Source: an optimization exercise on an open RTL-to-GDS flow (aim: small area, a short achievable clock period and few clock cycles). Production flows keep margins and buffers that such runs may drop. Only simulation tests tie the RTL to the original design; equivalence was not proved. Power is estimated from default activity; no workload was simulated.

$ cat design/flow/run.sh
#!/bin/bash
# synth_recipe.tcl (not shown) runs the flow's synth.tcl, then flattens the netlist and writes it again
# the make line also repeats each setting of config.mk as NAME=value (left out here)
make -C /OpenROAD-flow-scripts/flow DESIGN_CONFIG=/design/flow/config.mk WORK_HOME=/design/flow/orfs CLKGATE_MAP_FILE= SYNTH_SCRIPT=/design/flow/synth_recipe.tcl finish
$ cat design/flow/config.mk
export PLATFORM = sky130hd
export DESIGN_NAME = stack_machine
export DESIGN_NICKNAME = stack_machine
export VERILOG_FILES = /design/flow/design.v
export SDC_FILE = /design/flow/constraint.sdc
export NUM_CORES = 4
export LEC_CHECK = 0
export CAP_MARGIN = 20
export CORE_MARGIN = 2
export CORE_UTILIZATION = 40
export SETUP_SLACK_MARGIN = 1.5
export SLEW_MARGIN = 20
$ cat design/flow/constraint.sdc
create_clock -name core_clock -period 7.0 [get_ports {clk}]
set_input_delay 1.4000 -clock core_clock [delete_from_list [all_inputs] [get_ports {clk}]]
set_output_delay 1.4000 -clock core_clock [all_outputs]
set_load 0.01 [all_outputs]
$ cat design/flow/design.v
module stack_machine_mulchunk (
    input  [18:0] x,
    input  [4:0]  one,
    input  [4:0]  two,
    input  [4:0]  neg,
    input  [18:0] acc,
    input         first,
    input         s,
    input         n4next,
    output [28:0] msum
);
wire [19:0] xe = {x[18], x};
wire neg0 = neg[0];
wire one0 = one[0];
wire two0 = two[0];
wire w0_0 = ((one0 & xe[0]) | (two0 & 1'b0)) ^ neg0;
wire w0_1 = ((one0 & xe[1]) | (two0 & xe[0])) ^ neg0;
wire w0_2 = ((one0 & xe[2]) | (two0 & xe[1])) ^ neg0;
wire w0_3 = ((one0 & xe[3]) | (two0 & xe[2])) ^ neg0;
wire w0_4 = ((one0 & xe[4]) | (two0 & xe[3])) ^ neg0;
wire w0_5 = ((one0 & xe[5]) | (two0 & xe[4])) ^ neg0;
wire w0_6 = ((one0 & xe[6]) | (two0 & xe[5])) ^ neg0;
wire w0_7 = ((one0 & xe[7]) | (two0 & xe[6])) ^ neg0;
wire w0_8 = ((one0 & xe[8]) | (two0 & xe[7])) ^ neg0;
wire w0_9 = ((one0 & xe[9]) | (two0 & xe[8])) ^ neg0;
wire w0_10 = ((one0 & xe[10]) | (two0 & xe[9])) ^ neg0;
wire w0_11 = ((one0 & xe[11]) | (two0 & xe[10])) ^ neg0;
wire w0_12 = ((one0 & xe[12]) | (two0 & xe[11])) ^ neg0;
wire w0_13 = ((one0 & xe[13]) | (two0 & xe[12])) ^ neg0;
wire w0_14 = ((one0 & xe[14]) | (two0 & xe[13])) ^ neg0;
wire w0_15 = ((one0 & xe[15]) | (two0 & xe[14])) ^ neg0;
wire w0_16 = ((one0 & xe[16]) | (two0 & xe[15])) ^ neg0;
wire w0_17 = ((one0 & xe[17]) | (two0 & xe[16])) ^ neg0;
wire w0_18 = ((one0 & xe[18]) | (two0 & xe[17])) ^ neg0;
wire w0_19 = ((one0 & xe[19]) | (two0 & xe[18])) ^ neg0;
wire neg1 = neg[1];
wire one1 = one[1];
wire two1 = two[1];
wire w1_0 = ((one1 & xe[0]) | (two1 & 1'b0)) ^ neg1;
wire w1_1 = ((one1 & xe[1]) | (two1 & xe[0])) ^ neg1;
wire w1_2 = ((one1 & xe[2]) | (two1 & xe[1])) ^ neg1;
wire w1_3 = ((one1 & xe[3]) | (two1 & xe[2])) ^ neg1;
wire w1_4 = ((one1 & xe[4]) | (two1 & xe[3])) ^ neg1;
wire w1_5 = ((one1 & xe[5]) | (two1 & xe[4])) ^ neg1;
wire w1_6 = ((one1 & xe[6]) | (two1 & xe[5])) ^ neg1;
wire w1_7 = ((one1 & xe[7]) | (two1 & xe[6])) ^ neg1;
wire w1_8 = ((one1 & xe[8]) | (two1 & xe[7])) ^ neg1;
wire w1_9 = ((one1 & xe[9]) | (two1 & xe[8])) ^ neg1;
wire w1_10 = ((one1 & xe[10]) | (two1 & xe[9])) ^ neg1;
wire w1_11 = ((one1 & xe[11]) | (two1 & xe[10])) ^ neg1;
wire w1_12 = ((one1 & xe[12]) | (two1 & xe[11])) ^ neg1;
wire w1_13 = ((one1 & xe[13]) | (two1 & xe[12])) ^ neg1;
wire w1_14 = ((one1 & xe[14]) | (two1 & xe[13])) ^ neg1;
wire w1_15 = ((one1 & xe[15]) | (two1 & xe[14])) ^ neg1;
wire w1_16 = ((one1 & xe[16]) | (two1 & xe[15])) ^ neg1;
wire w1_17 = ((one1 & xe[17]) | (two1 & xe[16])) ^ neg1;
wire w1_18 = ((one1 & xe[18]) | (two1 & xe[17])) ^ neg1;
wire w1_19 = ((one1 & xe[19]) | (two1 & xe[18])) ^ neg1;
wire neg2 = neg[2];
wire one2 = one[2];
wire two2 = two[2];
wire w2_0 = ((one2 & xe[0]) | (two2 & 1'b0)) ^ neg2;
wire w2_1 = ((one2 & xe[1]) | (two2 & xe[0])) ^ neg2;
wire w2_2 = ((one2 & xe[2]) | (two2 & xe[1])) ^ neg2;
wire w2_3 = ((one2 & xe[3]) | (two2 & xe[2])) ^ neg2;
wire w2_4 = ((one2 & xe[4]) | (two2 & xe[3])) ^ neg2;
wire w2_5 = ((one2 & xe[5]) | (two2 & xe[4])) ^ neg2;
wire w2_6 = ((one2 & xe[6]) | (two2 & xe[5])) ^ neg2;
wire w2_7 = ((one2 & xe[7]) | (two2 & xe[6])) ^ neg2;
wire w2_8 = ((one2 & xe[8]) | (two2 & xe[7])) ^ neg2;
wire w2_9 = ((one2 & xe[9]) | (two2 & xe[8])) ^ neg2;
wire w2_10 = ((one2 & xe[10]) | (two2 & xe[9])) ^ neg2;
wire w2_11 = ((one2 & xe[11]) | (two2 & xe[10])) ^ neg2;
wire w2_12 = ((one2 & xe[12]) | (two2 & xe[11])) ^ neg2;
wire w2_13 = ((one2 & xe[13]) | (two2 & xe[12])) ^ neg2;
wire w2_14 = ((one2 & xe[14]) | (two2 & xe[13])) ^ neg2;
wire w2_15 = ((one2 & xe[15]) | (two2 & xe[14])) ^ neg2;
wire w2_16 = ((one2 & xe[16]) | (two2 & xe[15])) ^ neg2;
wire w2_17 = ((one2 & xe[17]) | (two2 & xe[16])) ^ neg2;
wire w2_18 = ((one2 & xe[18]) | (two2 & xe[17])) ^ neg2;
wire w2_19 = ((one2 & xe[19]) | (two2 & xe[18])) ^ neg2;
wire neg3 = neg[3];
wire one3 = one[3];
wire two3 = two[3];
wire w3_0 = ((one3 & xe[0]) | (two3 & 1'b0)) ^ neg3;
wire w3_1 = ((one3 & xe[1]) | (two3 & xe[0])) ^ neg3;
wire w3_2 = ((one3 & xe[2]) | (two3 & xe[1])) ^ neg3;
wire w3_3 = ((one3 & xe[3]) | (two3 & xe[2])) ^ neg3;
wire w3_4 = ((one3 & xe[4]) | (two3 & xe[3])) ^ neg3;
wire w3_5 = ((one3 & xe[5]) | (two3 & xe[4])) ^ neg3;
wire w3_6 = ((one3 & xe[6]) | (two3 & xe[5])) ^ neg3;
wire w3_7 = ((one3 & xe[7]) | (two3 & xe[6])) ^ neg3;
wire w3_8 = ((one3 & xe[8]) | (two3 & xe[7])) ^ neg3;
wire w3_9 = ((one3 & xe[9]) | (two3 & xe[8])) ^ neg3;
wire w3_10 = ((one3 & xe[10]) | (two3 & xe[9])) ^ neg3;
wire w3_11 = ((one3 & xe[11]) | (two3 & xe[10])) ^ neg3;
wire w3_12 = ((one3 & xe[12]) | (two3 & xe[11])) ^ neg3;
wire w3_13 = ((one3 & xe[13]) | (two3 & xe[12])) ^ neg3;
wire w3_14 = ((one3 & xe[14]) | (two3 & xe[13])) ^ neg3;
wire w3_15 = ((one3 & xe[15]) | (two3 & xe[14])) ^ neg3;
wire w3_16 = ((one3 & xe[16]) | (two3 & xe[15])) ^ neg3;
wire w3_17 = ((one3 & xe[17]) | (two3 & xe[16])) ^ neg3;
wire w3_18 = ((one3 & xe[18]) | (two3 & xe[17])) ^ neg3;
wire w3_19 = ((one3 & xe[19]) | (two3 & xe[18])) ^ neg3;
wire neg4 = neg[4];
wire one4 = one[4];
wire two4 = two[4];
wire w4_0 = ((one4 & xe[0]) | (two4 & 1'b0)) ^ neg4;
wire w4_1 = ((one4 & xe[1]) | (two4 & xe[0])) ^ neg4;
wire w4_2 = ((one4 & xe[2]) | (two4 & xe[1])) ^ neg4;
wire w4_3 = ((one4 & xe[3]) | (two4 & xe[2])) ^ neg4;
wire w4_4 = ((one4 & xe[4]) | (two4 & xe[3])) ^ neg4;
wire w4_5 = ((one4 & xe[5]) | (two4 & xe[4])) ^ neg4;
wire w4_6 = ((one4 & xe[6]) | (two4 & xe[5])) ^ neg4;
wire w4_7 = ((one4 & xe[7]) | (two4 & xe[6])) ^ neg4;
wire w4_8 = ((one4 & xe[8]) | (two4 & xe[7])) ^ neg4;
wire w4_9 = ((one4 & xe[9]) | (two4 & xe[8])) ^ neg4;
wire w4_10 = ((one4 & xe[10]) | (two4 & xe[9])) ^ neg4;
wire w4_11 = ((one4 & xe[11]) | (two4 & xe[10])) ^ neg4;
wire w4_12 = ((one4 & xe[12]) | (two4 & xe[11])) ^ neg4;
wire w4_13 = ((one4 & xe[13]) | (two4 & xe[12])) ^ neg4;
wire w4_14 = ((one4 & xe[14]) | (two4 & xe[13])) ^ neg4;
wire w4_15 = ((one4 & xe[15]) | (two4 & xe[14])) ^ neg4;
wire w4_16 = ((one4 & xe[16]) | (two4 & xe[15])) ^ neg4;
wire w4_17 = ((one4 & xe[17]) | (two4 & xe[16])) ^ neg4;
wire w4_18 = ((one4 & xe[18]) | (two4 & xe[17])) ^ neg4;
wire w4_19 = ((one4 & xe[19]) | (two4 & xe[18])) ^ neg4;
wire [28:0] kc = 29'd358088704;
wire [7:0] rnd = 8'd128 - {7'd0, s};
wire [28:0] arow = {kc[28], kc[27], kc[26], kc[25], kc[24], kc[23], kc[22], kc[21], kc[20], (first ? kc[19] : ~acc[18]), (first ? n4next : acc[18]), (~first & acc[17]), (~first & acc[16]), (~first & acc[15]), (~first & acc[14]), (~first & acc[13]), (~first & acc[12]), (~first & acc[11]), (~first & acc[10]), (~first & acc[9]), (first ? neg[4] : acc[8]), (first ? rnd[7] : acc[7]), (first ? rnd[6] : acc[6]), (first ? rnd[5] : acc[5]), (first ? rnd[4] : acc[4]), (first ? rnd[3] : acc[3]), (first ? rnd[2] : acc[2]), (first ? rnd[1] : acc[1]), (first ? rnd[0] : acc[0])};
wire t1 = w0_4 ^ w1_2;
wire t2 = w0_4 & w1_2;
wire t3 = w0_5 ^ w1_3;
wire t4 = w0_5 & w1_3;
wire t5 = w0_6 ^ w1_4 ^ w2_2;
wire t6 = (w0_6 & w1_4) | (w0_6 & w2_2) | (w1_4 & w2_2);
wire t7 = w3_0 ^ neg3;
wire t8 = w3_0 & neg3;
wire t9 = w0_7 ^ w1_5 ^ w2_3;
wire t10 = (w0_7 & w1_5) | (w0_7 & w2_3) | (w1_5 & w2_3);
wire t11 = w3_1 ^ arow[7];
wire t12 = w3_1 & arow[7];
wire t13 = w0_8 ^ w1_6 ^ w2_4;
wire t14 = (w0_8 & w1_6) | (w0_8 & w2_4) | (w1_6 & w2_4);
wire t15 = w3_2 ^ w4_0 ^ arow[8];
wire t16 = (w3_2 & w4_0) | (w3_2 & arow[8]) | (w4_0 & arow[8]);
wire t17 = w0_9 ^ w1_7 ^ w2_5;
wire t18 = (w0_9 & w1_7) | (w0_9 & w2_5) | (w1_7 & w2_5);
wire t19 = w3_3 ^ w4_1 ^ arow[9];
wire t20 = (w3_3 & w4_1) | (w3_3 & arow[9]) | (w4_1 & arow[9]);
wire t21 = w0_10 ^ w1_8 ^ w2_6;
wire t22 = (w0_10 & w1_8) | (w0_10 & w2_6) | (w1_8 & w2_6);
wire t23 = w3_4 ^ w4_2 ^ arow[10];
wire t24 = (w3_4 & w4_2) | (w3_4 & arow[10]) | (w4_2 & arow[10]);
wire t25 = w0_11 ^ w1_9 ^ w2_7;
wire t26 = (w0_11 & w1_9) | (w0_11 & w2_7) | (w1_9 & w2_7);
wire t27 = w3_5 ^ w4_3 ^ arow[11];
wire t28 = (w3_5 & w4_3) | (w3_5 & arow[11]) | (w4_3 & arow[11]);
wire t29 = w0_12 ^ w1_10 ^ w2_8;
wire t30 = (w0_12 & w1_10) | (w0_12 & w2_8) | (w1_10 & w2_8);
wire t31 = w3_6 ^ w4_4 ^ arow[12];
wire t32 = (w3_6 & w4_4) | (w3_6 & arow[12]) | (w4_4 & arow[12]);
wire t33 = w0_13 ^ w1_11 ^ w2_9;
wire t34 = (w0_13 & w1_11) | (w0_13 & w2_9) | (w1_11 & w2_9);
wire t35 = w3_7 ^ w4_5 ^ arow[13];
wire t36 = (w3_7 & w4_5) | (w3_7 & arow[13]) | (w4_5 & arow[13]);
wire t37 = w0_14 ^ w1_12 ^ w2_10;
wire t38 = (w0_14 & w1_12) | (w0_14 & w2_10) | (w1_12 & w2_10);
wire t39 = w3_8 ^ w4_6 ^ arow[14];
wire t40 = (w3_8 & w4_6) | (w3_8 & arow[14]) | (w4_6 & arow[14]);
wire t41 = w0_15 ^ w1_13 ^ w2_11;
wire t42 = (w0_15 & w1_13) | (w0_15 & w2_11) | (w1_13 & w2_11);
wire t43 = w3_9 ^ w4_7 ^ arow[15];
wire t44 = (w3_9 & w4_7) | (w3_9 & arow[15]) | (w4_7 & arow[15]);
wire t45 = w0_16 ^ w1_14 ^ w2_12;
wire t46 = (w0_16 & w1_14) | (w0_16 & w2_12) | (w1_14 & w2_12);
wire t47 = w3_10 ^ w4_8 ^ arow[16];
wire t48 = (w3_10 & w4_8) | (w3_10 & arow[16]) | (w4_8 & arow[16]);
wire t49 = w0_17 ^ w1_15 ^ w2_13;
wire t50 = (w0_17 & w1_15) | (w0_17 & w2_13) | (w1_15 & w2_13);
wire t51 = w3_11 ^ w4_9 ^ arow[17];
wire t52 = (w3_11 & w4_9) | (w3_11 & arow[17]) | (w4_9 & arow[17]);
wire t53 = w0_18 ^ w1_16 ^ w2_14;
wire t54 = (w0_18 & w1_16) | (w0_18 & w2_14) | (w1_16 & w2_14);
wire t55 = w3_12 ^ w4_10 ^ arow[18];
wire t56 = (w3_12 & w4_10) | (w3_12 & arow[18]) | (w4_10 & arow[18]);
wire t57 = ~w0_19 ^ w1_17 ^ w2_15;
wire t58 = (~w0_19 & w1_17) | (~w0_19 & w2_15) | (w1_17 & w2_15);
wire t59 = w3_13 ^ w4_11 ^ arow[19];
wire t60 = (w3_13 & w4_11) | (w3_13 & arow[19]) | (w4_11 & arow[19]);
wire t61 = w1_18 ^ w2_16 ^ w3_14;
wire t62 = (w1_18 & w2_16) | (w1_18 & w3_14) | (w2_16 & w3_14);
wire t63 = w4_12 ^ arow[20];
wire t64 = w4_12 & arow[20];
wire t65 = ~w1_19 ^ w2_17 ^ w3_15;
wire t66 = (~w1_19 & w2_17) | (~w1_19 & w3_15) | (w2_17 & w3_15);
wire t67 = w4_13 ^ arow[21];
wire t68 = w4_13 & arow[21];
wire t69 = w2_18 ^ w3_16 ^ w4_14;
wire t70 = (w2_18 & w3_16) | (w2_18 & w4_14) | (w3_16 & w4_14);
wire t71 = ~w2_19 ^ w3_17;
wire t72 = ~w2_19 & w3_17;
wire t73 = w0_2 ^ w1_0;
wire t74 = w0_2 & w1_0;
wire t75 = w0_3 ^ w1_1;
wire t76 = w0_3 & w1_1;
wire t77 = w2_0 ^ neg2 ^ arow[4];
wire t78 = (w2_0 & neg2) | (w2_0 & arow[4]) | (neg2 & arow[4]);
wire t79 = w2_1 ^ arow[5] ^ t2;
wire t80 = (w2_1 & arow[5]) | (w2_1 & t2) | (arow[5] & t2);
wire t81 = arow[6] ^ t4 ^ t5;
wire t82 = (arow[6] & t4) | (arow[6] & t5) | (t4 & t5);
wire t83 = t6 ^ t8 ^ t9;
wire t84 = (t6 & t8) | (t6 & t9) | (t8 & t9);
wire t85 = t10 ^ t12 ^ t13;
wire t86 = (t10 & t12) | (t10 & t13) | (t12 & t13);
wire t87 = t14 ^ t16 ^ t17;
wire t88 = (t14 & t16) | (t14 & t17) | (t16 & t17);
wire t89 = t18 ^ t20 ^ t21;
wire t90 = (t18 & t20) | (t18 & t21) | (t20 & t21);
wire t91 = t22 ^ t24 ^ t25;
wire t92 = (t22 & t24) | (t22 & t25) | (t24 & t25);
wire t93 = t26 ^ t28 ^ t29;
wire t94 = (t26 & t28) | (t26 & t29) | (t28 & t29);
wire t95 = t30 ^ t32 ^ t33;
wire t96 = (t30 & t32) | (t30 & t33) | (t32 & t33);
wire t97 = t34 ^ t36 ^ t37;
wire t98 = (t34 & t36) | (t34 & t37) | (t36 & t37);
wire t99 = t38 ^ t40 ^ t41;
wire t100 = (t38 & t40) | (t38 & t41) | (t40 & t41);
wire t101 = t42 ^ t44 ^ t45;
wire t102 = (t42 & t44) | (t42 & t45) | (t44 & t45);
wire t103 = t46 ^ t48 ^ t49;
wire t104 = (t46 & t48) | (t46 & t49) | (t48 & t49);
wire t105 = t50 ^ t52 ^ t53;
wire t106 = (t50 & t52) | (t50 & t53) | (t52 & t53);
wire t107 = t54 ^ t56 ^ t57;
wire t108 = (t54 & t56) | (t54 & t57) | (t56 & t57);
wire t109 = t58 ^ t60 ^ t61;
wire t110 = (t58 & t60) | (t58 & t61) | (t60 & t61);
wire t111 = t62 ^ t64 ^ t65;
wire t112 = (t62 & t64) | (t62 & t65) | (t64 & t65);
wire t113 = arow[22] ^ t66 ^ t68;
wire t114 = (arow[22] & t66) | (arow[22] & t68) | (t66 & t68);
wire t115 = w4_15 ^ arow[23] ^ t70;
wire t116 = (w4_15 & arow[23]) | (w4_15 & t70) | (arow[23] & t70);
wire t117 = w3_18 ^ w4_16 ^ arow[24];
wire t118 = (w3_18 & w4_16) | (w3_18 & arow[24]) | (w4_16 & arow[24]);
wire t119 = ~w3_19 ^ w4_17;
wire t120 = ~w3_19 & w4_17;
wire t121 = w0_0 ^ neg0;
wire t122 = w0_0 & neg0;
wire t123 = w0_1 ^ arow[1];
wire t124 = w0_1 & arow[1];
wire t125 = neg1 ^ arow[2] ^ t73;
wire t126 = (neg1 & arow[2]) | (neg1 & t73) | (arow[2] & t73);
wire t127 = arow[3] ^ t74 ^ t75;
wire t128 = (arow[3] & t74) | (arow[3] & t75) | (t74 & t75);
wire t129 = t1 ^ t76 ^ t77;
wire t130 = (t1 & t76) | (t1 & t77) | (t76 & t77);
wire t131 = t3 ^ t78 ^ t79;
wire t132 = (t3 & t78) | (t3 & t79) | (t78 & t79);
wire t133 = t7 ^ t80 ^ t81;
wire t134 = (t7 & t80) | (t7 & t81) | (t80 & t81);
wire t135 = t11 ^ t82 ^ t83;
wire t136 = (t11 & t82) | (t11 & t83) | (t82 & t83);
wire t137 = t15 ^ t84 ^ t85;
wire t138 = (t15 & t84) | (t15 & t85) | (t84 & t85);
wire t139 = t19 ^ t86 ^ t87;
wire t140 = (t19 & t86) | (t19 & t87) | (t86 & t87);
wire t141 = t23 ^ t88 ^ t89;
wire t142 = (t23 & t88) | (t23 & t89) | (t88 & t89);
wire t143 = t27 ^ t90 ^ t91;
wire t144 = (t27 & t90) | (t27 & t91) | (t90 & t91);
wire t145 = t31 ^ t92 ^ t93;
wire t146 = (t31 & t92) | (t31 & t93) | (t92 & t93);
wire t147 = t35 ^ t94 ^ t95;
wire t148 = (t35 & t94) | (t35 & t95) | (t94 & t95);
wire t149 = t39 ^ t96 ^ t97;
wire t150 = (t39 & t96) | (t39 & t97) | (t96 & t97);
wire t151 = t43 ^ t98 ^ t99;
wire t152 = (t43 & t98) | (t43 & t99) | (t98 & t99);
wire t153 = t47 ^ t100 ^ t101;
wire t154 = (t47 & t100) | (t47 & t101) | (t100 & t101);
wire t155 = t51 ^ t102 ^ t103;
wire t156 = (t51 & t102) | (t51 & t103) | (t102 & t103);
wire t157 = t55 ^ t104 ^ t105;
wire t158 = (t55 & t104) | (t55 & t105) | (t104 & t105);
wire t159 = t59 ^ t106 ^ t107;
wire t160 = (t59 & t106) | (t59 & t107) | (t106 & t107);
wire t161 = t63 ^ t108 ^ t109;
wire t162 = (t63 & t108) | (t63 & t109) | (t108 & t109);
wire t163 = t67 ^ t110 ^ t111;
wire t164 = (t67 & t110) | (t67 & t111) | (t110 & t111);
wire t165 = t69 ^ t112 ^ t113;
wire t166 = (t69 & t112) | (t69 & t113) | (t112 & t113);
wire t167 = t71 ^ t114 ^ t115;
wire t168 = (t71 & t114) | (t71 & t115) | (t114 & t115);
wire t169 = t72 ^ t116 ^ t117;
wire t170 = (t72 & t116) | (t72 & t117) | (t116 & t117);
wire t171 = arow[25] ^ t118 ^ t119;
wire t172 = (arow[25] & t118) | (arow[25] & t119) | (t118 & t119);
wire t173 = w4_18 ^ arow[26] ^ t120;
wire t174 = (w4_18 & arow[26]) | (w4_18 & t120) | (arow[26] & t120);
wire t175 = ~w4_19 ^ arow[27];
wire t176 = ~w4_19 & arow[27];
wire [28:0] ra = {arow[28], t174, t172, t170, t168, t166, t164, t162, t160, t158, t156, t154, t152, t150, t148, t146, t144, t142, t140, t138, t136, t134, t132, t130, t128, t126, t124, t122, arow[0]};
wire [28:0] rb = {t176, t175, t173, t171, t169, t167, t165, t163, t161, t159, t157, t155, t153, t151, t149, t147, t145, t143, t141, t139, t137, t135, t133, t131, t129, t127, t125, t123, t121};
assign msum = ra + rb;
endmodule
module stack_machine (
    clk,
    rst,
    start,
    ready,
    x_input,
    y_output,
    skip_pixel,
    output_queue_index,
    output_queue_get,
    output_queue_length,
    output_queue_data_out,
    output_queue_ready
);
input clk;
input rst;
input      start;
output     ready;
input      [9:0] x_input;
output     [8:0] y_output;
output           skip_pixel;
output     [5:0]  output_queue_index;
output reg        output_queue_get;
input      [6:0]  output_queue_length;
input      [19:0] output_queue_data_out;
input             output_queue_ready;
localparam NS = 10;               
localparam [18:0] VMAX = 19'h3ffff;
localparam [18:0] VMIN = 19'h40000;
localparam [4:0] ST_IDLE  = 5'd0,
                 ST_RUN   = 4'd1,
                 ST_FIN   = 4'd2,
                 ST_SINIT = 4'd3,
                 ST_TSCAN = 4'd4,
                 ST_ROOTS = 4'd5,
                 ST_DN    = 4'd6,
                 ST_FS1   = 4'd7,
                 ST_FS2   = 4'd8,
                 ST_UPB   = 4'd9,
                 ST_UPS   = 4'd10,
                 ST_FS3   = 4'd11,
                 ST_SWAP  = 4'd12,
                 ST_OPX   = 4'd13,
                 ST_OPW   = 4'd14,
                 ST_ROOT  = 4'd15,
                 ST_DEC   = 5'd16,
                 ST_DEC3  = 5'd17,
                 ST_UPA   = 5'd18;
localparam [1:0] U_MUL = 2'd0, U_POW = 2'd1, U_DIV = 2'd2;
reg  [4:0]  state;
reg         rdy;
reg  [18:0] S [0:NS-1];
reg  [3:0]  dp;                   
reg  [6:0]  c;                    
reg         pend;                 
reg         rv;                   
reg         u_busy;
reg  [1:0]  u_kind;
reg  [3:0]  u_cnt;
reg         u_wb;                 
reg  [10:0] pw;                   
reg         byp;                  
reg  [18:0] acc;                  
reg  [18:0] rem;                  
reg  [1:0]  ml;                   
reg  [9:0]  mlo;                  
reg         dsign;
reg         dovf;
reg  [6:0]  cnt;
reg  [6:0]  q;
reg  [6:0]  sq;
reg  [6:0]  sr;
wire [18:0] S0 = S[0];
wire [18:0] S1 = S[1];
assign ready = rdy;
assign output_queue_index = f[5:0];
wire [9:0]  xr  = x_input;
wire [6:0]  xm  = {1'b0, xr[9:6], 2'b0} + {1'b0, xr[5:0]};
reg  [4:0]  xmq;
reg  [2:0]  xb;
always @(*) begin
    case (xm)
        7'd0: begin xmq = 5'd0; xb = 3'd0; end
        7'd1: begin xmq = 5'd0; xb = 3'd1; end
        7'd2: begin xmq = 5'd0; xb = 3'd2; end
        7'd3: begin xmq = 5'd0; xb = 3'd3; end
        7'd4: begin xmq = 5'd0; xb = 3'd4; end
        7'd5: begin xmq = 5'd1; xb = 3'd0; end
        7'd6: begin xmq = 5'd1; xb = 3'd1; end
        7'd7: begin xmq = 5'd1; xb = 3'd2; end
        7'd8: begin xmq = 5'd1; xb = 3'd3; end
        7'd9: begin xmq = 5'd1; xb = 3'd4; end
        7'd10: begin xmq = 5'd2; xb = 3'd0; end
        7'd11: begin xmq = 5'd2; xb = 3'd1; end
        7'd12: begin xmq = 5'd2; xb = 3'd2; end
        7'd13: begin xmq = 5'd2; xb = 3'd3; end
        7'd14: begin xmq = 5'd2; xb = 3'd4; end
        7'd15: begin xmq = 5'd3; xb = 3'd0; end
        7'd16: begin xmq = 5'd3; xb = 3'd1; end
        7'd17: begin xmq = 5'd3; xb = 3'd2; end
        7'd18: begin xmq = 5'd3; xb = 3'd3; end
        7'd19: begin xmq = 5'd3; xb = 3'd4; end
        7'd20: begin xmq = 5'd4; xb = 3'd0; end
        7'd21: begin xmq = 5'd4; xb = 3'd1; end
        7'd22: begin xmq = 5'd4; xb = 3'd2; end
        7'd23: begin xmq = 5'd4; xb = 3'd3; end
        7'd24: begin xmq = 5'd4; xb = 3'd4; end
        7'd25: begin xmq = 5'd5; xb = 3'd0; end
        7'd26: begin xmq = 5'd5; xb = 3'd1; end
        7'd27: begin xmq = 5'd5; xb = 3'd2; end
        7'd28: begin xmq = 5'd5; xb = 3'd3; end
        7'd29: begin xmq = 5'd5; xb = 3'd4; end
        7'd30: begin xmq = 5'd6; xb = 3'd0; end
        7'd31: begin xmq = 5'd6; xb = 3'd1; end
        7'd32: begin xmq = 5'd6; xb = 3'd2; end
        7'd33: begin xmq = 5'd6; xb = 3'd3; end
        7'd34: begin xmq = 5'd6; xb = 3'd4; end
        7'd35: begin xmq = 5'd7; xb = 3'd0; end
        7'd36: begin xmq = 5'd7; xb = 3'd1; end
        7'd37: begin xmq = 5'd7; xb = 3'd2; end
        7'd38: begin xmq = 5'd7; xb = 3'd3; end
        7'd39: begin xmq = 5'd7; xb = 3'd4; end
        7'd40: begin xmq = 5'd8; xb = 3'd0; end
        7'd41: begin xmq = 5'd8; xb = 3'd1; end
        7'd42: begin xmq = 5'd8; xb = 3'd2; end
        7'd43: begin xmq = 5'd8; xb = 3'd3; end
        7'd44: begin xmq = 5'd8; xb = 3'd4; end
        7'd45: begin xmq = 5'd9; xb = 3'd0; end
        7'd46: begin xmq = 5'd9; xb = 3'd1; end
        7'd47: begin xmq = 5'd9; xb = 3'd2; end
        7'd48: begin xmq = 5'd9; xb = 3'd3; end
        7'd49: begin xmq = 5'd9; xb = 3'd4; end
        7'd50: begin xmq = 5'd10; xb = 3'd0; end
        7'd51: begin xmq = 5'd10; xb = 3'd1; end
        7'd52: begin xmq = 5'd10; xb = 3'd2; end
        7'd53: begin xmq = 5'd10; xb = 3'd3; end
        7'd54: begin xmq = 5'd10; xb = 3'd4; end
        7'd55: begin xmq = 5'd11; xb = 3'd0; end
        7'd56: begin xmq = 5'd11; xb = 3'd1; end
        7'd57: begin xmq = 5'd11; xb = 3'd2; end
        7'd58: begin xmq = 5'd11; xb = 3'd3; end
        7'd59: begin xmq = 5'd11; xb = 3'd4; end
        7'd60: begin xmq = 5'd12; xb = 3'd0; end
        7'd61: begin xmq = 5'd12; xb = 3'd1; end
        7'd62: begin xmq = 5'd12; xb = 3'd2; end
        7'd63: begin xmq = 5'd12; xb = 3'd3; end
        7'd64: begin xmq = 5'd12; xb = 3'd4; end
        7'd65: begin xmq = 5'd13; xb = 3'd0; end
        7'd66: begin xmq = 5'd13; xb = 3'd1; end
        7'd67: begin xmq = 5'd13; xb = 3'd2; end
        7'd68: begin xmq = 5'd13; xb = 3'd3; end
        7'd69: begin xmq = 5'd13; xb = 3'd4; end
        7'd70: begin xmq = 5'd14; xb = 3'd0; end
        7'd71: begin xmq = 5'd14; xb = 3'd1; end
        7'd72: begin xmq = 5'd14; xb = 3'd2; end
        7'd73: begin xmq = 5'd14; xb = 3'd3; end
        7'd74: begin xmq = 5'd14; xb = 3'd4; end
        7'd75: begin xmq = 5'd15; xb = 3'd0; end
        7'd76: begin xmq = 5'd15; xb = 3'd1; end
        7'd77: begin xmq = 5'd15; xb = 3'd2; end
        7'd78: begin xmq = 5'd15; xb = 3'd3; end
        7'd79: begin xmq = 5'd15; xb = 3'd4; end
        7'd80: begin xmq = 5'd16; xb = 3'd0; end
        7'd81: begin xmq = 5'd16; xb = 3'd1; end
        7'd82: begin xmq = 5'd16; xb = 3'd2; end
        7'd83: begin xmq = 5'd16; xb = 3'd3; end
        7'd84: begin xmq = 5'd16; xb = 3'd4; end
        7'd85: begin xmq = 5'd17; xb = 3'd0; end
        7'd86: begin xmq = 5'd17; xb = 3'd1; end
        7'd87: begin xmq = 5'd17; xb = 3'd2; end
        7'd88: begin xmq = 5'd17; xb = 3'd3; end
        7'd89: begin xmq = 5'd17; xb = 3'd4; end
        7'd90: begin xmq = 5'd18; xb = 3'd0; end
        7'd91: begin xmq = 5'd18; xb = 3'd1; end
        7'd92: begin xmq = 5'd18; xb = 3'd2; end
        7'd93: begin xmq = 5'd18; xb = 3'd3; end
        7'd94: begin xmq = 5'd18; xb = 3'd4; end
        7'd95: begin xmq = 5'd19; xb = 3'd0; end
        7'd96: begin xmq = 5'd19; xb = 3'd1; end
        7'd97: begin xmq = 5'd19; xb = 3'd2; end
        7'd98: begin xmq = 5'd19; xb = 3'd3; end
        7'd99: begin xmq = 5'd19; xb = 3'd4; end
        7'd100: begin xmq = 5'd20; xb = 3'd0; end
        7'd101: begin xmq = 5'd20; xb = 3'd1; end
        7'd102: begin xmq = 5'd20; xb = 3'd2; end
        7'd103: begin xmq = 5'd20; xb = 3'd3; end
        7'd104: begin xmq = 5'd20; xb = 3'd4; end
        7'd105: begin xmq = 5'd21; xb = 3'd0; end
        7'd106: begin xmq = 5'd21; xb = 3'd1; end
        7'd107: begin xmq = 5'd21; xb = 3'd2; end
        7'd108: begin xmq = 5'd21; xb = 3'd3; end
        7'd109: begin xmq = 5'd21; xb = 3'd4; end
        7'd110: begin xmq = 5'd22; xb = 3'd0; end
        7'd111: begin xmq = 5'd22; xb = 3'd1; end
        7'd112: begin xmq = 5'd22; xb = 3'd2; end
        7'd113: begin xmq = 5'd22; xb = 3'd3; end
        7'd114: begin xmq = 5'd22; xb = 3'd4; end
        7'd115: begin xmq = 5'd23; xb = 3'd0; end
        7'd116: begin xmq = 5'd23; xb = 3'd1; end
        7'd117: begin xmq = 5'd23; xb = 3'd2; end
        7'd118: begin xmq = 5'd23; xb = 3'd3; end
        7'd119: begin xmq = 5'd23; xb = 3'd4; end
        7'd120: begin xmq = 5'd24; xb = 3'd0; end
        7'd121: begin xmq = 5'd24; xb = 3'd1; end
        7'd122: begin xmq = 5'd24; xb = 3'd2; end
        7'd123: begin xmq = 5'd24; xb = 3'd3; end
        default: begin xmq = 5'd0; xb = 3'd0; end
    endcase
end
wire [7:0]  xa  = {2'b0, xr[9:6], 2'b0} + {1'b0, xr[9:6], 3'b0} + {3'd0, xmq};
wire [3:0]  xt  = {xb, xr < 10'd320};
reg  [5:0]  xlo;
always @(*) begin
    case (xt)
        4'b0000: xlo = 6'd0;   4'b0001: xlo = 6'd0;
        4'b0010: xlo = 6'd12;  4'b0011: xlo = 6'd13;
        4'b0100: xlo = 6'd25;  4'b0101: xlo = 6'd26;
        4'b0110: xlo = 6'd38;  4'b0111: xlo = 6'd39;
        4'b1000: xlo = 6'd51;  4'b1001: xlo = 6'd52;
        default: xlo = 6'd0;
    endcase
end
wire [12:0] xhi = {5'd0, xa} - 13'd64;
wire [18:0] X   = {xhi, xlo};
wire [19:0] qd     = output_queue_data_out;
wire        it_op  = qd[19] & (qd[2:0] != 3'd6);
wire [2:0]  opc    = qd[2:0];
wire [18:0] pv     = qd[19] ? X : qd[18:0];
wire [19:0] sum   = {S1[18], S1} + {S0[18], S0};
wire [19:0] dif   = {S1[18], S1} - {S0[18], S0};
wire [18:0] r_add = (sum[19] != sum[18]) ? (sum[19] ? VMIN : VMAX) : sum[18:0];
wire [18:0] r_sub = (dif[19] != dif[18]) ? (dif[19] ? VMIN : VMAX) : dif[18:0];
function [14:0] bdec;            
    input [10:0] b;
    integer j;
    begin
        for (j = 0; j < 5; j = j + 1) begin
            bdec[10 + j] = b[2*j+2];
            bdec[5 + j]  = (b[2*j+2] & ~b[2*j+1] & ~b[2*j]) | (~b[2*j+2] & b[2*j+1] & b[2*j]);
            bdec[j]      = b[2*j+1] ^ b[2*j];
        end
    end
endfunction
reg  [14:0] bsel;
reg         xs_s1;
wire [28:0] msum;
wire [18:0] r_mul;
wire [18:0] mraw  = {acc[6:0], mlo, ml};
wire [18:0] mx    = xs_s1 ? S1 : byp ? mraw : S0;
stack_machine_mulchunk mulchunk (
    .x     (mx),
    .one   (bsel[4:0]),
    .two   (bsel[9:5]),
    .neg   (bsel[14:10]),
    .acc   (acc),
    .first (~u_cnt[0]),
    .s     (mx[18] ^ S1[18]),
    .n4next(S1[18]),
    .msum  (msum)
);
wire        m_hi  = ~acc[18] & (acc[17:6] != 12'd0);
wire        m_lo  =  acc[18] & (acc[17:6] != 12'hfff);
assign      r_mul = m_hi ? VMAX : m_lo ? VMIN : mraw;
wire [18:0] aS0 = S0[18] ? -S0 : S0;
wire [18:0] aS1 = S1[18] ? -S1 : S1;
wire [19:0] d1  = {rem, S1[18]} - {1'b0, S0};
wire        q1  = ~d1[19];
wire [19:0] d2a = {d1[18:0], S1[17]} - {1'b0, S0};
wire [19:0] d2b = {rem[17:0], S1[18], S1[17]} - {1'b0, S0};
wire        q2  = q1 ? ~d2a[19] : ~d2b[19];
wire [18:0] r2  = q1 ? (~d2a[19] ? d2a[18:0] : {d1[17:0], S1[17]}) :
                       (~d2b[19] ? d2b[18:0] : {rem[16:0], S1[18], S1[17]});
wire [18:0] r_div = dovf ? (dsign ? VMIN : VMAX) : (dsign ? -{1'b0, S1[17:0]} : {1'b0, S1[17:0]});
wire        [18:0] s0v = (dp == 4'd0) ? 19'd0 : S0;
wire signed [24:0] sx  = {{6{s0v[18]}}, s0v};
wire signed [24:0] yr  = 25'sd61440 + {17'd0, s0v[7:0]} - (sx <<< 4) - (sx <<< 2);
wire               yskip = yr[24] | (yr >= 25'sd123136);
reg                dzf;           
assign y_output   = yr[16:8];
assign skip_pixel = dzf | yskip;
wire [6:0] L = output_queue_length;
wire [6:0] fp1 = f + 7'd1;
wire       c_eq  = (c == L);
wire       c1_eq = (c + 7'd1 == L);
wire [6:0] fm1 = f - 7'd1;
wire [6:0] cmp_a = (state == ST_UPS) ? sq : q;
wire [6:0] cmp_c = (state == ST_FS2) ? sr : (state == ST_FS3) ? sq : q;
wire [8:0] cmp_d = {2'b0, cmp_a} + {2'b0, f} - {1'b0, cmp_c, 1'b0} - ((state == ST_UPS) ? 9'd2 : 9'd0);
wire       cmp_le = cmp_d[8] | (cmp_d == 9'd0);
wire       cmp_ge = ~cmp_d[8];
reg  [4:0]  state_n;
reg  [6:0]  f;                    
reg         s0sm;                 
reg         s0pw;                 
wire st_run = (state == ST_RUN);
wire psat     = m_hi | m_lo;
wire byps_fin = u_busy & ~u_wb & byp & psat;
wire wb     = (u_busy & u_wb) | byps_fin;                        
wire exo    = st_run & pend & wb & ~it_op;                       
wire wb_pop = wb & ~exo;
wire byps   = u_busy & ~u_wb & byp & ~psat;                      
wire divs   = u_busy & ~u_wb & ~byp & (u_kind == U_DIV);         
wire dz     = divs & (u_cnt == 4'd0) & (S0 == 19'd0);            
wire wbnext = u_busy & ~u_wb &
              ((u_kind == U_DIV) ? (u_cnt == 4'd8) : (u_cnt[0] & ~(u_kind == U_POW && pw > 11'd2)));
wire exr    = st_run & pend & ~u_busy;                           
wire ex     = exr | ((state == ST_DN) & rv & ~it_op) | ((state == ST_OPX) & rv);
wire dpfull = (dp == NS);
wire dplow  = (dp < 4'd2);
wire ovf    = exr & ~it_op & dpfull;                             
wire e_push = ex & ~it_op & ~(exr & dpfull);
wire e_und  = ex & it_op & dplow;                                
wire e_opv  = ex & it_op & ~dplow;
wire o_add  = e_opv & (opc == 3'd0);
wire o_mul  = e_opv & (opc == 3'd2);
wire o_div  = e_opv & (opc == 3'd3);
wire o_pow  = e_opv & (opc == 3'd4);
wire o_sub  = e_opv & ~(opc == 3'd0 || opc == 3'd2 || opc == 3'd3 || opc == 3'd4);
wire o_pd   = o_pow & s0sm & S0[8];                              
wire o_p0   = o_pow & s0sm & ~S0[8];                             
wire o_pc   = o_pow & ~s0sm;                                     
wire fin_dr = (state == ST_FIN) & (dp > 4'd1);
wire rt_dr  = (state == ST_ROOT) & (sq != 7'd0);
wire swp    = (state == ST_SWAP);
wire up     = o_add | o_sub | o_p0 | o_pd | wb_pop | fin_dr | rt_dr;    
wire s0cpy  = o_pd | o_pc | fin_dr | rt_dr | swp;                       
wire ustart = o_mul | o_div | o_pc;
wire [1:0] ustart_kind = o_div ? U_DIV : o_pc ? U_POW : U_MUL;
wire ex_done = e_push | o_add | o_sub | o_p0 | o_pd;
wire [18:0] res_u = byps_fin ? ((m_hi ^ (S1[18] & ~pw[0])) ? VMAX : VMIN) :
                    (u_kind == U_DIV) ? r_div :
                    (u_kind == U_POW && pw[10:1] == 10'd0) ? (pw[0] ? S0 : 19'd256) : r_mul;
wire s0chg = e_push | exo | o_add | o_sub | o_p0 | s0cpy | o_div | wb_pop | byps;
always @(*) begin
    state_n = state;
    if (dz)         state_n = ST_IDLE;
    else if (ovf)   state_n = ST_SINIT;
    else if (e_und) state_n = ST_IDLE;
end
wire u_busy_n = ustart | (u_busy & ~dz & ~u_wb & ~byps_fin);
integer k;
wire [18:0] s1b = (e_push | swp) ? S0 : up ? S[2] : exo ? res_u : o_div ? {aS1[9:0], 9'd0} : S1;
wire nxt_hi = ustart ? ((o_mul & ~s0pw) | (o_pc & s0pw)) :
              (u_busy & ~u_wb & (u_kind != U_DIV) & ~u_cnt[0] & ~(byp & psat));
always @(posedge clk) begin
    if (e_push | exo)       S[0] <= pv;
    else if (o_add)         S[0] <= r_add;
    else if (o_sub)         S[0] <= r_sub;
    else if (o_p0)          S[0] <= 19'd256;
    else if (s0cpy)         S[0] <= S1;
    else if (o_div)         S[0] <= aS0;
    else if (wb_pop | byps) S[0] <= res_u;
    if (e_push | swp)       S[1] <= S0;
    else if (up)            S[1] <= S[2];
    else if (exo)           S[1] <= res_u;
    else if (o_div)         S[1] <= {aS1[9:0], 9'd0};
    else if (divs)          S[1] <= {S1[16:0], q1, q2};
    for (k = 2; k < NS; k = k + 1) begin
        if (e_push)         S[k] <= S[k-1];
        else if (up && k < NS - 1) S[k] <= S[k+1];
    end
    if (e_push | exo) begin
        s0sm <= ~qd[19] & (qd[18:9] == 10'd0);
        s0pw <= ~qd[19] & (qd[18:9] != 10'd0);
    end else if (s0chg) begin
        s0sm <= 1'b0;
        s0pw <= 1'b0;
    end
    xs_s1 <= ~u_busy_n & ((e_push | exo) ? (~qd[19] & (qd[18:9] != 10'd0)) : s0chg ? 1'b0 : s0pw);
    bsel <= nxt_hi ? bdec({s1b[18], s1b[18:9]}) : bdec({s1b[9:0], 1'b0});
    if (e_push)  dp <= dp + 4'd1;
    else if (up) dp <= dp - 4'd1;
    acc <= msum[28:10];
    mlo <= msum[9:0];
    rem <= (u_busy && u_kind == U_DIV) ? r2 : {10'd0, aS1[18:10]};
    u_busy <= u_busy_n;
    if (ustart) begin
        u_kind <= ustart_kind;
        u_cnt  <= 4'd0;
        u_wb   <= 1'b0;
        byp    <= 1'b0;
        if ((ustart_kind == U_MUL && !s0pw) || (ustart_kind == U_POW && s0pw)) begin
            ml    <= msum[9:8];
            u_cnt <= 4'd1;
        end
        if (ustart_kind == U_POW) begin
            pw   <= S0[18:8];
            u_wb <= (S0[18:9] == 10'd0);
        end
        if (ustart_kind == U_DIV) begin
            dsign <= S0[18] ^ S1[18];
        end
    end else if (u_busy) begin
        if (u_wb) begin
            u_wb  <= 1'b0;
            u_cnt <= 4'd0;
        end else if (u_kind == U_DIV) begin
            if (u_cnt == 4'd0) dovf <= (rem >= S0);
            u_cnt <= dz ? 4'd0 : u_cnt + 4'd1;
            if (u_cnt == 4'd8) u_wb <= 1'b1;
        end else if (!u_cnt[0]) begin
            if (!byps_fin) begin
                ml    <= msum[9:8];
                u_cnt <= 4'd1;
            end
            byp   <= 1'b0;
        end else begin
            u_cnt <= 4'd0;
            if (u_kind == U_POW && pw > 11'd2) begin
                byp <= 1'b1;
                pw  <= pw - 11'd1;
            end else u_wb <= 1'b1;
        end
    end
    if (dz) dzf <= 1'b1;
    if (state == ST_IDLE && start) dzf <= 1'b0;
    if ((state == ST_IDLE && start) || state == ST_SINIT) dp <= 4'd0;
    if (rst) begin
        u_busy <= 1'b0;
        u_wb   <= 1'b0;
        u_cnt  <= 4'd0;
        byp    <= 1'b0;
        dp     <= 4'd0;
    end
end
always @(posedge clk) begin
    rv   <= output_queue_get;
    rdy  <= 1'b0;
    output_queue_get <= 1'b0;
    case (state)
        ST_IDLE: begin
            rdy <= 1'b1;
            output_queue_get   <= 1'b1;
            f <= 7'd0;
            if (start) begin
                c    <= 7'd0;
                pend <= 1'b1;
                rdy  <= 1'b0;
                if (L == 7'd0) begin
                    rdy <= 1'b1;
                end else begin
                    state <= ST_RUN;
                    f <= 7'd1;
                    output_queue_get   <= (L > 7'd1);
                end
            end
        end
        ST_RUN: begin
            begin : run_blk
                reg p_n;
                reg [6:0] fn;
                reg [6:0] cn;
                p_n = output_queue_get | (pend & ~exr & ~exo);
                fn  = f + {6'd0, output_queue_get};
                cn  = c + {6'd0, exr | exo};
                pend <= p_n;
                f    <= fn;
                c    <= cn;
                output_queue_get   <= (fn < L) & (~p_n | ~u_busy_n |
                                      (~output_queue_get & pend & ~exr & ~it_op & wbnext));
                if (state_n != ST_RUN) begin
                    state <= state_n;
                    output_queue_get <= 1'b0;
                    if (state_n == ST_IDLE) begin
                        rdy <= 1'b1;
                        output_queue_get   <= 1'b1;
                                    f <= 7'd0;
                    end
                end else if ((ex_done | (u_busy & ~u_busy_n)) & ((exr | exo) ? c1_eq : c_eq)) begin
                    if (e_push ? (dp == 4'd0) : up ? (dp <= 4'd2) : (dp <= 4'd1)) begin
                        state <= ST_IDLE;
                        rdy   <= 1'b1;
                        output_queue_get <= 1'b1;
                        f <= 7'd0;
                    end else begin
                        state <= ST_FIN;
                        output_queue_get <= 1'b0;
                    end
                end
            end
        end
        ST_FIN: begin
            if (dp <= 4'd1) begin
                state <= ST_IDLE;
                rdy   <= 1'b1;
                output_queue_get   <= 1'b1;
                    f <= 7'd0;
            end
        end
        ST_SINIT: begin
            f   <= 7'd0;
            cnt <= 7'd0;
            if (L == 7'd0) begin
                c <= 7'd0;
                state <= ST_ROOTS;
            end else begin
                output_queue_get <= 1'b1;
                state <= ST_TSCAN;
            end
        end
        ST_TSCAN: if (rv) begin
            if (it_op && cnt < 7'd2) begin
                c <= f;
                state <= ST_ROOTS;
            end else begin
                cnt <= it_op ? cnt - 7'd1 : cnt + 7'd1;
                f   <= fp1;
                if (fp1 == L) begin
                    c <= L;
                    state <= ST_ROOTS;
                end else output_queue_get <= 1'b1;
            end
        end
        ST_ROOTS: begin
            if (c == 7'd0) state <= ST_FIN;
            else begin
                f <= c;
                state <= ST_DEC;
            end
        end
        ST_DEC: begin
            f <= fm1;
            q <= fm1;
            output_queue_get <= 1'b1;
            state <= ST_DN;
        end
        ST_DEC3: begin
            f   <= fm1;
            cnt <= 7'd1;
            output_queue_get <= 1'b1;
            state <= ST_FS3;
        end
        ST_DN: if (rv) begin
            if (!it_op) begin
                sq <= f;
                state <= ST_UPB;
            end else begin
                f   <= fm1;
                cnt <= 7'd1;
                output_queue_get <= 1'b1;
                state <= ST_FS1;
            end
        end
        ST_FS1, ST_FS2, ST_FS3: if (rv) begin
            begin : fs_blk
                reg [6:0] cn;
                cn = it_op ? cnt + 7'd1 : cnt - 7'd1;
                if (cn != 7'd0) begin
                    cnt <= cn;
                    f   <= fm1;
                    output_queue_get <= 1'b1;
                end else if (state == ST_FS1) begin
                    sr  <= f;
                    f   <= fm1;
                    cnt <= 7'd1;
                    output_queue_get <= 1'b1;
                    state <= ST_FS2;
                end else if (state == ST_FS2) begin
                    f <= cmp_le ? sr : q;
                    state <= ST_DEC;
                end else begin
                    if (cmp_ge) begin
                        f <= sq;
                        state <= ST_DEC;
                    end else begin
                        q  <= sr;
                        sq <= f;
                        f  <= sr;
                        output_queue_get <= 1'b1;
                        state <= ST_OPX;
                    end
                end
            end
        end
        ST_UPB: begin
            f   <= q;
            cnt <= 7'd0;
            state <= ST_UPA;
        end
        ST_UPA: begin
            if (fp1 == c) state <= ST_ROOT;
            else begin
                f <= fp1;
                output_queue_get <= 1'b1;
                state <= ST_UPS;
            end
        end
        ST_UPS: if (rv) begin
            if (it_op && cnt == 7'd0) begin
                sr <= f;
                f  <= sq;
                state <= ST_DEC3;
            end else if (it_op && cnt == 7'd1) begin
                sr <= f;
                if (cmp_le) state <= ST_DEC;
                else begin
                    q <= f;
                    output_queue_get <= 1'b1;
                    state <= ST_SWAP;
                end
            end else begin
                cnt <= it_op ? cnt - 7'd1 : cnt + 7'd1;
                state <= ST_UPA;
            end
        end
        ST_SWAP: state <= ST_OPX;
        ST_OPX: if (rv) begin
            if (state_n == ST_IDLE) begin
                state <= ST_IDLE;
                rdy   <= 1'b1;
                output_queue_get   <= 1'b1;
                    f <= 7'd0;
            end else if (ustart) state <= ST_OPW;
            else state <= ST_UPB;
        end
        ST_OPW: begin
            if (dz) begin
                state <= ST_IDLE;
                rdy   <= 1'b1;
                output_queue_get   <= 1'b1;
                    f <= 7'd0;
            end else if (!u_busy_n) state <= ST_UPB;
        end
        ST_ROOT: begin
            if (sq == 7'd0) state <= ST_FIN;
            else begin
                f <= sq;
                state <= ST_DEC;
            end
        end
        default: state <= ST_IDLE;
    endcase
    if (rst) begin
        state <= ST_IDLE;
        rdy   <= 1'b1;
        output_queue_get <= 1'b1;
        pend  <= 1'b0;
        f     <= 7'd0;
    end
end
endmodule
==> results.toml, run 1 <==
[run_status]
outcome = "timing/DRC/antenna clean"

[power_and_ir_drop]
internal_power_uw = 11200
power.density_mw_per_mm2 = 536
p_switching_uw = 10000
p_leak_uw = 0.0160
p_seq_frac = 0.143
ir_worst_vdd_mv = 0.819
clkPwrFrac = 0.106
combPwrFrac = 0.751
swShare = 0.473

[clock_tree]
cts_sinks = 336
cts_buffers = 41
clock_latency_ns = 0.59
clock_path_buffers = 3
clk_pin_slew_ns = 0.07
ctsHoldBuffers = 0
cts_tree = "built"
cts_root_buf = "clkbuf_16"
ctsHtreeMaxLevel = 2

[route]
avgRoutedWirePerCell_um = 21.8
dr.pass1.iters = 6
ant_nets = 0
routed_wl_um = 121000
vias_per_cell = 5.99
drc = 0
vias = 33400
drt_iter0_drc = 3703

[sta]
max_freq_ghz = 0.180
skew_ns = 0.0423
finalHoldViolations = 0
drv_slew = 0
rsz0062_at_grt = "true"
max_slew.worst_pin.slew_ns = 1.12
tns_ns = 0
whs_ns = 0.448
finalSetupViolCount = 0
setup_ws_ns = 1.46
finalCritPeriodShare = 0.792
period_needed_ns = 5.54
relSlewSlack = 0.243

[hold_path]
min_path_type = "flip-flop to flip-flop"

[logic_synthesis]
syn_area_per_cell_sq_um = 8.03
syn-num-nets = 4725
synth-async-reset-ratio = 0
yosys_warnings = 2
synth_top_flop_cell = "edfxtp_1"
ys_types = 103
synth-edff-count = 243
ys_ff_latch = 336
synthesis.instances = 4336
ys_seq_area_frac = 0.263
synthesis.area_sq_mm = 0.0348

[worst_setup_path]
path_buf_inv = 5
cp_cell_sequence = "buf_4 > mux2i_4 > o21ai_4 > buf_4 > a22oi_2 > xor2_2 > fa_1 > inv_2 > fa_1 > inv_1 > fa_1 > inv_1 > ha_2 > or3_4 > or4_4 > o221a_4 > a211o_1 > nor3b_4 > o21ai_2 > o21ai_2 > o41ai_2 > o21ai_1 > xor2_1"
end_kind = "flip-flop"
path_class = "flip-flop to flip-flop"
slowest_stage = "fa_1"
arrival_ns = 6.01
cpMostUsedCell = "fa_1"
critPathTopFamily = "adder cells"
worstPathRequired_ns = 7.47
cp_max_fo = 4
crit_path_start_kind = "flip-flop"
max_stage_delay_ns = 0.57

[job]
drv_cap = 0

[final_layout]
nNetsFinal = 4767
drive_gt1_frac = 0.100
area_delta_synth_final_pct = 13.4
fillers = 8657

[global_routing]
grt_max_degree = 134
gr-total-overflow = 0
grt_pass1_vias = 31600
antenna_found_initial = 3
track_usage = 0.264
grt_pass1_wl_um = 187000

[placement]
io_buffers = 57
place_ws_ns = 0.639
hpwl_um = 90800
gp_congestion = 1.00

[floorplanning]
die_y_um = 299
die-area_sq_mm = 0.0895
ios = 59
fp-row-count = 108
core-area_sq_mm = 0.0865
die_width_um = 299
start_util = 0.403
[final timing paths]
kind | startpoint | to | slack [ns] | cells past startpoint
max reg2reg | S[0][2] | acc[17] | 1.46 | 23
min | S[8][13] | S[9][13] | 0.45 | 0
min reg2reg | S[8][13] | S[9][13] | 0.45 | 0
max | S[0][2] | acc[17] | 1.46 | 23
[power groups by stage]
| stage | Sequential, uW | Combinational, uW | Clock, uW |
|---|---|---|---|
| final | 3030 | 15900 | 2230 |
| after global routing | 3040 | 17800 | 2350 |
| after floorplan | 2880 | 10900 | 0 |
| after CTS | 3030 | 14800 | 2280 |
| after global placement | 3060 | 13900 | 0 |
| after detailed placement | 3060 | 14000 | 0 |
[cell usage in the layout (no fill, tap or decap), types with 21 or more instances in the layout]
master / instances
nand2_1: 661
nor2_1: 320
inv_1: 283
o21ai_0: 260
a21oi_1: 253
ha_1: 247
edfxtp_1: 243
xnor2_1: 196
buf_4: 181
xor2_1: 125
nor3_1: 94
nand3_1: 91
a22oi_1: 90
fa_1: 90
dfxtp_1: 86
mux2i_1: 62
a21o_1: 60
a211oi_1: 54
o211ai_1: 54
clkdlybuf4s50_1: 53
nor2b_1: 43
clkbuf_16: 41
o21a_1: 40
nand2b_1: 37
nor4_1: 35
or3_1: 34
a31oi_1: 31
o221ai_1: 28
and2_1: 26
and3_1: 25
o22ai_1: 24
a221oi_1: 21
[final cells by class]
type,count,area (sq um),share of cell area
diodes,2,5.00,0.000127
clock buffers,49,1100,0.0277
clock inverters,26,293,0.00741
inverters,296,1130,0.0286
multi-input cells,3446,24200,0.612
flip-flops and latches,336,9180,0.232
well taps,1155,1450,0.0366
repair buffers,257,2190,0.0553
[stage by stage]
step	power (uW)	area (sq um)	utilization	std cells
after floorplan	13800	34900	-	4336
after global placement	16900	37100	0.429	5446
after detailed placement	17100	37100	0.429	5446
after CTS	20200	39000	0.450	5541
after global routing	23200	39500	0.457	5565
final	21200	39500	0.457	5567
[layer usage]
metal,share of wire,global-route usage,vias up
li1,-,-,15600
met1,0.43,0.362,16000
met2,0.45,0.416,1449
met3,0.082,0.0414,316
met4,0.046,0.106,2
met5,0.00011,0.00317,-
[what timing repair did]
item / 4_1_cts / 5_1_grt
pin swaps: 17 / 31
endpoints found under the setup margin: 61 / 54
resized for setup: 69 / 81
setup buffers: 20 / 24
[cells by family (layout without fill, tap and decap cells)]
group / count (synthesis) / after routing / synth area share
buffers and inverters: 554 / 628 / 0.0611
xor gates and xnor gates: 325 / 325 / 0.0817
AOI/OAI and AO/OA: 1186 / 1186 / 0.225
and+or+nand+nor: 1502 / 1502 / 0.197
muxes: 85 / 85 / 0.0269
DFF: 336 / 336 / 0.263
adders and majority gates: 348 / 348 / 0.144
other: 0 / 2 / 0
[state kept, by name, indices dropped and copies added (netlist names), 2 cells and up]
signal and flops:
S 190, acc 19, rem 19, bsel 15, pw 11, mlo 10, c 7, cnt 7
f 7, q 7, sq 7, sr 7, state 5, dp 4, u_cnt 4, ml 2
u_kind 2
[cell usage after synthesis, types with 20 or more instances]
cell type | instances | area, sq um
xnor2_1 | 199 | 1740
clkbuf_1 | 222 | 833
xor2_1 | 126 | 1100
and3_1 | 25 | 156
o21ai_0 | 262 | 1310
mux2i_1 | 70 | 701
nand3_1 | 91 | 455
nor2_1 | 325 | 1220
edfxtp_1 | 243 | 7300
o221ai_1 | 29 | 254
o21ai_1 | 28 | 140
inv_1 | 289 | 1080
fa_1 | 90 | 1800
o21a_1 | 41 | 308
or3_1 | 35 | 219
ha_1 | 258 | 3230
a211oi_1 | 58 | 435
o211ai_1 | 54 | 405
nand2_1 | 668 | 2510
and2_1 | 26 | 163
a21oi_1 | 260 | 1300
nor3_1 | 94 | 470
nand2b_1 | 38 | 238
a31oi_1 | 33 | 206
a221oi_1 | 21 | 184
a22oi_1 | 99 | 743
dfxtp_1 | 93 | 1860
nor4_1 | 35 | 219
a21o_1 | 60 | 450
o21bai_1 | 20 | 150
nor2b_1 | 46 | 288
o22ai_1 | 24 | 150
Testbench counts, summed over its fixed seeds: cycles 45,597.
==> run 2, diff against run 1 <==
==> design/flow/flow/run.sh (new file) <==
#!/bin/bash
# The standard layout (standard.sh: ORFS from the standard synthesis to the
# routed design), with one change: the port buffers that ORFS's global
# placement inserts (buffer_ports) are sky130_fd_sc_hd__buf_4 cells instead of
# the clkdlybuf4s50_1 delay cells it picks by default. Every input and output
# port still gets its own buffer. The make output goes to standard_sh.log; ORFS
# keeps each step's log under orfs/logs/.
set -euo pipefail
export BUFFER_PORTS_ARGS="-buffer_cell sky130_fd_sc_hd__buf_4"
bash standard.sh > standard_sh.log 2>&1
==> design/flow/standard.sh (new file) <==
#!/bin/bash
# synth_recipe.tcl (not shown) runs the flow's synth.tcl, then flattens the netlist and writes it again
# the make line also repeats each setting of config.mk as NAME=value (left out here)
make -C /OpenROAD-flow-scripts/flow DESIGN_CONFIG=/design/flow/config.mk WORK_HOME=/design/flow/orfs CLKGATE_MAP_FILE= SYNTH_SCRIPT=/design/flow/synth_recipe.tcl "${@:-finish}"
removed: design/flow/run.sh
==> run 2 against run 1 <==
Against the previous run: still clean on timing, DRC and antenna; clock skew down 0.0059 ns; cell count grew 0.34%; utilization is 0.12 points higher; highest routed layer unchanged.
==> results.toml, run 2 <==
[final_layout]
top_regs = "S x190, acc x19, rem x19"
nNetsFinal = 4789
area_delta_synth_final_pct = 13.7
fillers = 8656
drive_gt1_frac = 0.121
multi_input_area_sq_mm = 0.0243
regArea_sq_mm = 0.00919
final_common_cell = "nand2_1"
final_cell_mix = "nand2_1, nor2_1, inv_1"
final_cell_count_no_fill = 5586
largest_register = "S"
largest_reg_flops = 190

[global_routing]
gr-total-overflow = 0
grt_pass1_wl_um = 186000
met2_usage = 0.408
met1_usage = 0.354
antenna_found_initial = 4
track_usage = 0.263
grtUsageMet3 = 0.0522
grt_max_degree = 107
grt_pass1_vias = 31200
top_usage_layer = "met2"

[placement]
placed_cells = 5445
hpwl_um = 89800
io_buffers = 57
gp_congestion = 0.995

[route]
drt_iter0_drc = 3587
routed_wl_um = 121000
ant_nets = 0
vias = 33400
dr.pass1.iters = 9
avgRoutedWirePerCell_um = 21.7
vias_per_cell = 5.97
drc = 0

[sta]
rsz0062_at_grt = "true"
finalHoldViolations = 0
finalCritPeriodShare = 0.790
tns_ns = 0
max_freq_ghz = 0.181
max_slew.worst_pin.slew_ns = 1.04
period_needed_ns = 5.53
finalSetupViolCount = 0
skew_ns = 0.0364
drv_slew = 0
relSlewSlack = 0.303

[clock_tree]
cts_buffers = 41
clk_pin_slew_ns = 0.07
cts_sinks = 336
cts_root_buf = "clkbuf_16"
clock_latency_ns = 0.61
cts_tree = "built"
ctsHtreeMaxLevel = 2
clock_path_buffers = 3

[logic_synthesis]
synth-edff-count = 243
synth.most_common_cell = "nand2_1"
synth_top_flop_cell = "edfxtp_1"
synth-async-reset-ratio = 0
ys_seq_area_frac = 0.263
synthesis.area_sq_mm = 0.0348
yosysTopAreaCellShare = 0.209
synth_top_area_cell = "edfxtp_1"
syn-num-nets = 4725
synthesis.instances = 4336
ys_types = 103
yosys_warnings = 2
synth.area.top_cells = "edfxtp_1, ha_1, nand2_1"
synth_top_cells_by_count = "nand2_1, nor2_1, inv_1"
syn_area_per_cell_sq_um = 8.03
ys_ff_latch = 336

[power_and_ir_drop]
ir_worst_vdd_mv = 0.844
p_leak_uw = 0.0162
total_power_uw = 22000
power.density_mw_per_mm2 = 554

[worst_setup_path]
arrival_ns = 6.00
end_kind = "flip-flop"
crit_path_start_kind = "flip-flop"
reg2reg_setup_slack_ns = 1.47
path_class = "flip-flop to flip-flop"
cp_max_fo = 7
reg2regPathDepth = 23
worstPathRequired_ns = 7.47
r2r_start = "byp"
r2r-end = "acc[17]"

[job]
drv_cap = 0

[floorplanning]
die_width_um = 299
die-area_sq_mm = 0.0895
start_util = 0.403
fp-row-count = 108
die_y_um = 299
ios = 59
core-area_sq_mm = 0.0865

[hold_path]
min_to = "S[9][0]"
min_path_cells = 0
hold_start = "S[8][0]"
min_path_type = "flip-flop to flip-flop"

[run_status]
outcome = "timing/DRC/antenna clean"
run 2: cells by family (layout without fill, tap and decap cells):
| group | count (synthesis) | count (layout) | synth area share |
|---|---|---|---|
| and+or+nand+nor | 1502 | 1503 | 0.197 |
| AOI/OAI and AO/OA | 1186 | 1186 | 0.225 |
| buffers and inverters | 554 | 646 | 0.0611 |
| adders and majority gates | 348 | 348 | 0.144 |
| DFF | 336 | 336 | 0.263 |
| xor gates and xnor gates | 325 | 325 | 0.0817 |
| muxes | 85 | 85 | 0.0269 |
| other | 0 | 2 | 0 |
run 2: timing repair:
action	in CTS	in global routing
setup buffers	36	30
gates cloned	1	0
setup endpoints to repair	61	49
resized for setup	71	87
hold buffers	0	0
pin swaps	26	37
run 2: metrics by stage:
| step | hold WS (ns) | util | cell area, sq um | worst slack (ns) |
|---|---|---|---|---|
| floorplan | 0.417 | - | 34900 | 1.38 |
| global placement | 0.431 | 0.427 | 37000 | 0.697 |
| detailed placement | 0.434 | 0.428 | 37000 | 0.641 |
| CTS | 0.448 | 0.450 | 39000 | 1.30 |
| global route | 0.462 | 0.458 | 39600 | 1.27 |
| finish | 0.444 | 0.458 | 39600 | 1.47 |
run 2: worst max-delay path, stage by stage, from the launching register on:
cell,delay [ns]
dfxtp_4,0.40
buf_6,0.16
mux2i_4,0.26
o21ai_4,0.10
buf_6,0.12
a22oi_2,0.16
xor2_1,0.11
fa_1,0.53
inv_1,0.05
fa_1,0.49
inv_1,0.05
fa_1,0.47
inv_1,0.04
ha_2,0.17
or3_4,0.33
or4_4,0.42
o221a_4,0.25
a211o_1,0.30
nor3b_4,0.18
o21ai_2,0.17
o21ai_2,0.11
o41ai_4,0.25
o21ai_1,0.13
xor2_1,0.14
run 2: metal layers:
layer / wire length [um] / share of wire
met1: 51000 / 0.42
met2: 52800 / 0.44
met3: 10800 / 0.089
met4: 6440 / 0.053
met5: 24 / 0.00020
run 2: power breakdown:
part           switching, uW  leakage (uW)  total, uW  internal, uW
combinational           9060        0.0125      16600          7560
sequential               318       0.00300       3040          2720
clock                    980      0.000683       2300          1320
total                  10400        0.0162      22000         11600
run 2: final cells by class:
| cell class | count | share of cell area |
|---|---|---|
| Multi-Input combinational cell | 3447 | 0.612 |
| Timing Repair Buffer | 278 | 0.0553 |
| Inverter | 296 | 0.0285 |
| Clock buffer | 45 | 0.0263 |
| Clock inverter | 27 | 0.00925 |
| Sequential cell | 336 | 0.232 |
| Antenna cell | 2 | 0.000126 |
| Tap cell | 1155 | 0.0365 |
run 2: worst max path at each step:
stage | from | depth (start not counted) | to
after floorplan | byp | 23 | acc[17]
after global placement | byp | 21 | acc[17]
after detailed placement | byp | 21 | acc[17]
after CTS | byp | 23 | acc[15]
after global routing | byp | 23 | acc[17]
final | byp | 23 | acc[17]

port drivers added, routing unchanged:
No port has a modelled driver above. Below, the same layouts with a new extraction and two added sets of constraints.
Step 1: set_driving_cell puts a clkbuf_16 on clk and a buf_2 on each other input, an assumption about the parent block.
Step 2 adds t to the input delays and takes it off the output delays; t is the mean of the earliest and latest rising clock arrival at the registers after step 1. Input paths then give back, and output paths get back, about the clock's delay inside the block.
a / b / c = no drivers / after step 1 / after step 2; a / b = the first two.
| run | t (ns) | slack for setup (ns) | pins driven straight from the clock port |
|---|---|---|---|
| run 1 | 0.631 | 1.456 / 1.456 / 1.168 | 1 |
| run 2 | 0.655 | 1.468 / 1.468 / 1.468 | 1 |
After both steps every run listed still meets setup and hold. For run 1, which loses most, drivers alone change the setup slack by 0.000 ns; drivers and shift together by -0.288 ns.
